Source: an optimization exercise on an open RTL-to-GDS flow (aim: small area). Production flows keep margins and buffers that such runs may drop.
Function was checked by simulation only, so behaviour that the tests miss may differ from the original.
The flow treats the clock pin as an ideal source. Dropping or thinning the clock tree relies on that and would not hold on a real chip.
No activity file was given, so power comes from the tool's default toggle rates.

// top
module top(
    input logic clk,         
    input logic rst,         
    output logic RGB_R,      
    output logic RGB_G,      
    output logic RGB_B       
);
Size in the first run: ~33 flip-flops, roughly 5 I/O pins, roughly 0.0020 mm² of cells after synthesis.
export LEC_CHECK = 0
export CAP_MARGIN = 20
export CORE_MARGIN = 2
export CORE_UTILIZATION = 40
export SLEW_MARGIN = 20
create_clock -name core_clock -period 14.0 [get_ports {clk}]
run.sh (not shown) runs the stock make flow with config.mk's settings and CLKGATE_MAP_FILE= SYNTH_SCRIPT=/design/flow/synth_recipe.tcl, a recipe that flattens the netlist after the stock synthesis.
==> next run, changes <==
- ABC_AREA: unset -> 1
- CTS_BUF_LIST: unset -> sky130_fd_sc_hd__clkbuf_8
- CTS_CLUSTER_DIAMETER: unset -> 200
- CTS_CLUSTER_SIZE: unset -> 50
Effect: Setup slack gets better by 0.73 ns. Global-route usage rises by 0.22 points. Clock skew hardly moves. Fmax rises by 13%. Synthesized cell count rises by 42%. Synthesized area rises by 7.2%. Design area rises by 6.1%. Clock power rises by about 0.7%. Worst hold slack gets worse by 0.024 ns. Final cell count rises by 33%. Via count rises by 20%.

---

top, a different RTL version from the one above (not shown whole).
Size: about 150 cells after synthesis, about 5 I/O pins, about 1300 um2 of cells after synthesis.
==> flow/design.v (excerpt) <==
module top(
    input logic clk,         
    input logic rst,         
    output logic RGB_R,      
    output logic RGB_G,      
    output logic RGB_B       
);
    localparam logic [15:0] DC_INIT = 16'hb6d4 ^ 16'haaaa;
    logic [15:0] dc;         
    logic [7:0]  pwm;        
    logic [2:0]  seg;        
    logic [5:0]  x;          
    wire upd_phase = (dc[15:3] == 13'h1555);    
    wire calc      = upd_phase & ~dc[1];        
    wire wrap      = upd_phase & dc[2];         
    wire fb        = dc[15] ^ dc[8] ^ dc[6] ^ dc[1];
    always_ff @(posedge clk) begin
        if (rst | wrap) dc <= DC_INIT;
        else            dc <= {~dc[14:0], fb};
    end
    always_ff @(posedge clk) begin
        if (rst)             pwm <= 8'd0;
        else if (!upd_phase) pwm <= pwm + 8'd1;
    end
    localparam logic [2:0] SEG0 = 3'd0;
    localparam logic [2:0] SEG1 = 3'd1;
    localparam logic [2:0] SEG2 = 3'd2;
    localparam logic [2:0] SEG3 = 3'd3;
    localparam logic [2:0] SEG4 = 3'd4;
    localparam logic [2:0] SEG5 = 3'd5;
    localparam logic [2:0] SEG_NONE = 3'd6;
    logic invalid, odd;
    logic [2:0] seg_next;
    logic ramp_gt, nz;
    wire x_last  = x[5] & x[4] & x[3] & x[1] & x[0];    
    always_ff @(posedge clk) begin
        if (rst) begin
            seg <= SEG_NONE;
            x   <= 6'd0;
        end else if (calc) begin
            x <= x_last ? 6'd0 : x + 6'd1;
            if (invalid | x_last)
                seg <= seg_next;
        end
    end
    wire [7:0] up = {x, 2'b00} + {4'b0, x[5:2]};
    wire [8:0] sum = {1'b0, pwm} + {1'b0, up ^ {8{~odd}}};
    assign ramp_gt = sum[8];
    assign nz = |pwm;
    always_comb begin
        case (seg)
            SEG0:     begin invalid = 1'b0; odd = 1'b0; seg_next = SEG1; {RGB_R, RGB_G, RGB_B} = {1'b0, ramp_gt, nz}; end
            SEG1:     begin invalid = 1'b0; odd = 1'b1; seg_next = SEG2; {RGB_R, RGB_G, RGB_B} = {ramp_gt, 1'b0, nz}; end
            SEG2:     begin invalid = 1'b0; odd = 1'b0; seg_next = SEG3; {RGB_R, RGB_G, RGB_B} = {nz, 1'b0, ramp_gt}; end
            SEG3:     begin invalid = 1'b0; odd = 1'b1; seg_next = SEG4; {RGB_R, RGB_G, RGB_B} = {nz, ramp_gt, 1'b0}; end
  ...
Settings: LEC_CHECK=0, CAP_MARGIN=20, CORE_MARGIN=2, CORE_UTILIZATION=60, PLACE_DENSITY=0.9, SLEW_MARGIN=20; clock period 14.0 ns.
standard.sh (not shown) runs the stock make flow with config.mk's settings and CLKGATE_MAP_FILE= SYNTH_SCRIPT=/design/flow/synth_recipe.tcl, a recipe that flattens the netlist after the stock synthesis.
==> flow/flow/run.sh <==
#!/bin/bash
# Own layout flow: the standard synthesis, then its combinational logic
# re-mapped by ABC for area (registers kept as they are, see resyn.py), then
# the standard floorplan and placement with small port buffers, a clock step
# of its own (clock.tcl: three clock buffers driven by the clock port), and the
# standard routing and finishing.
set -euo pipefail
R=orfs/results/sky130hd/top/base
LIB=$FLOW_HOME/platforms/sky130hd/lib/sky130_fd_sc_hd__tt_025C_1v80.lib
MAKE_VARS=(BUFFER_PORTS_ARGS="-buffer_cell sky130_fd_sc_hd__buf_1" RECOVER_POWER=100)

bash standard.sh synth > 1_synth_standard.log 2>&1
cp $R/1_2_yosys.v $R/1_2_yosys_standard.v

python3 flow/resyn.py $LIB $FLOW_HOME/platforms/sky130hd/config.mk "$FLOW_TOP" \
  $R/1_2_yosys_standard.v $R/1_2_yosys.v 16 "${NUM_CORES:-4}" > 1_resyn.log 2>&1
touch $R/1_2_yosys.v

bash standard.sh "${MAKE_VARS[@]}" place > 2_place_standard.log 2>&1

FLOW_RESULTS=$R FLOW_FLOW_DIR=flow CLOCK_BUF=sky130_fd_sc_hd__clkbuf_4 CLOCK_NBUF=3 \
  openroad -no_init -exit flow/clock.tcl > 3_clock.log 2>&1

bash standard.sh "${MAKE_VARS[@]}" finish > 4_route_standard.log 2>&1
==> flow/flow/clock.tcl <==
# Clock tree step in place of ORFS's CTS: a few clock buffers driven by the
# clock port, each driving an equal share of the registers.
set R $::env(FLOW_RESULTS)
set P $::env(FLOW_HOME)/platforms/sky130hd
read_liberty $P/lib/sky130_fd_sc_hd__tt_025C_1v80.lib
read_db $R/3_place.odb
read_sdc $R/3_place.sdc
source $P/setRC.tcl
source $::env(FLOW_FLOW_DIR)/clock_buffers.tcl
my_clock_buffers $::env(CLOCK_BUF) $::env(CLOCK_NBUF)
detailed_placement
check_placement -verbose
set_propagated_clock [all_clocks]
estimate_parasitics -placement
report_clock_skew
report_checks -path_delay min_max
foreach p [get_pins */CLK] { puts "clock pin slew [get_full_name $p] [get_property $p slew_max]" }
write_db $R/4_1_cts.odb
write_sdc -no_timestamp $R/4_cts.sdc
Other scripts of this flow, unchanged in this note and not shown: flow/flow/clock_buffers.tcl, flow/flow/dff_stub.v, flow/flow/gen_models.py, flow/flow/resyn.py
The baseline finished clean.
Change:
--- a/flow/flow/run.sh
+++ b/flow/flow/run.sh
@@ -3,5 +3,5 @@
 # re-mapped by ABC for area (registers kept as they are, see resyn.py), then
 # the standard floorplan and placement with small port buffers, a clock step
-# of its own (clock.tcl: three clock buffers driven by the clock port), and the
+# of its own (clock.tcl: one clock buffer driven by the clock port), and the
 # standard routing and finishing.
 set -euo pipefail
@@ -19,5 +19,5 @@
 bash standard.sh "${MAKE_VARS[@]}" place > 2_place_standard.log 2>&1
 
-FLOW_RESULTS=$R FLOW_FLOW_DIR=flow CLOCK_BUF=sky130_fd_sc_hd__clkbuf_4 CLOCK_NBUF=3 \
+FLOW_RESULTS=$R FLOW_FLOW_DIR=flow CLOCK_BUF=sky130_fd_sc_hd__clkbuf_16 CLOCK_NBUF=1 \
   openroad -no_init -exit flow/clock.tcl > 3_clock.log 2>&1
 
--- a/flow/config.mk
+++ b/flow/config.mk
@@ -8,5 +8,4 @@
 export CAP_MARGIN = 20
 export CORE_MARGIN = 2
-export CORE_UTILIZATION = 60
-export PLACE_DENSITY = 0.9
+export CORE_UTILIZATION = 40
 export SLEW_MARGIN = 20
Synthesized area is unchanged.
Cell count climbs by 7.5%.
Wire length drops by 13%.
Sequential power hardly moves.
Total power climbs by 1.4%.
Register-to-register slack is better by 0.07 ns.
Flip-flop and latch count is unchanged.
Final area climbs by about 1.6%.
Worst setup slack is better by 0.044 ns.
Synthesized cell count does not change.
Sequential share of layout area drops by 0.74 points.
Change:
--- a/flow/flow/run.sh
+++ b/flow/flow/run.sh
@@ -3,5 +3,5 @@
 # re-mapped by ABC for area (registers kept as they are, see resyn.py), then
 # the standard floorplan and placement with small port buffers, a clock step
-# of its own (clock.tcl: one clock buffer driven by the clock port), and the
+# of its own (clock.tcl: two clock buffers driven by the clock port), and the
 # standard routing and finishing.
 set -euo pipefail
@@ -19,5 +19,5 @@
 bash standard.sh "${MAKE_VARS[@]}" place > 2_place_standard.log 2>&1
 
-FLOW_RESULTS=$R FLOW_FLOW_DIR=flow CLOCK_BUF=sky130_fd_sc_hd__clkbuf_16 CLOCK_NBUF=1 \
+FLOW_RESULTS=$R FLOW_FLOW_DIR=flow CLOCK_BUF=sky130_fd_sc_hd__clkbuf_8 CLOCK_NBUF=2 \
   openroad -no_init -exit flow/clock.tcl > 3_clock.log 2>&1
 
Outcome: Die area stays the same; cell area hardly moves; clock skew grows by 0.0099 ns; power came out higher by 0.63%; synthesized area does not change.
In every run of this note, the design's own scripts or RTL, not TritonCTS, make the clock network.

[static timing again, ports no longer ideal]
No port has a modelled driver above. Below, the same layouts with a new extraction and two added sets of constraints.
Step 1: set_driving_cell puts a clkbuf_16 on clk and a buf_2 on each other input, an assumption about the parent block.
Step 2 times the ports against the registers' clock, not the clock port: input delays grow and output delays shrink by t, the midpoint of the rising clock arrivals with the driver on.
Slacks: ideal ports / drivers / drivers and shift; pairs: ideal ports / drivers.
run	t, ns	setup slack, ns	hold slack, ns	worst setup path after step 2	clock arrival spread, ns
the first run of note 1	0.307	7.473 / 7.442 / 7.749	0.439 / 0.439 / 0.439	register to output	0.005 / 0.005
the second run of note 1	0.309	8.204 / 8.178 / 8.487	0.415 / 0.415 / 0.415	register to output	0.008 / 0.008
the first run of note 2	0.197	8.637 / 8.607 / 8.804	0.393 / 0.393 / 0.393	register to output	0.009 / 0.010
the second run of note 2	0.200	8.680 / 8.650 / 8.850	0.380 / 0.380 / 0.380	register to output	0.004 / 0.004
the third run of note 2	0.187	8.690 / 8.657 / 8.844	0.375 / 0.375 / 0.375	register to output	0.015 / 0.014
After both steps setup and hold are still met in every run listed.
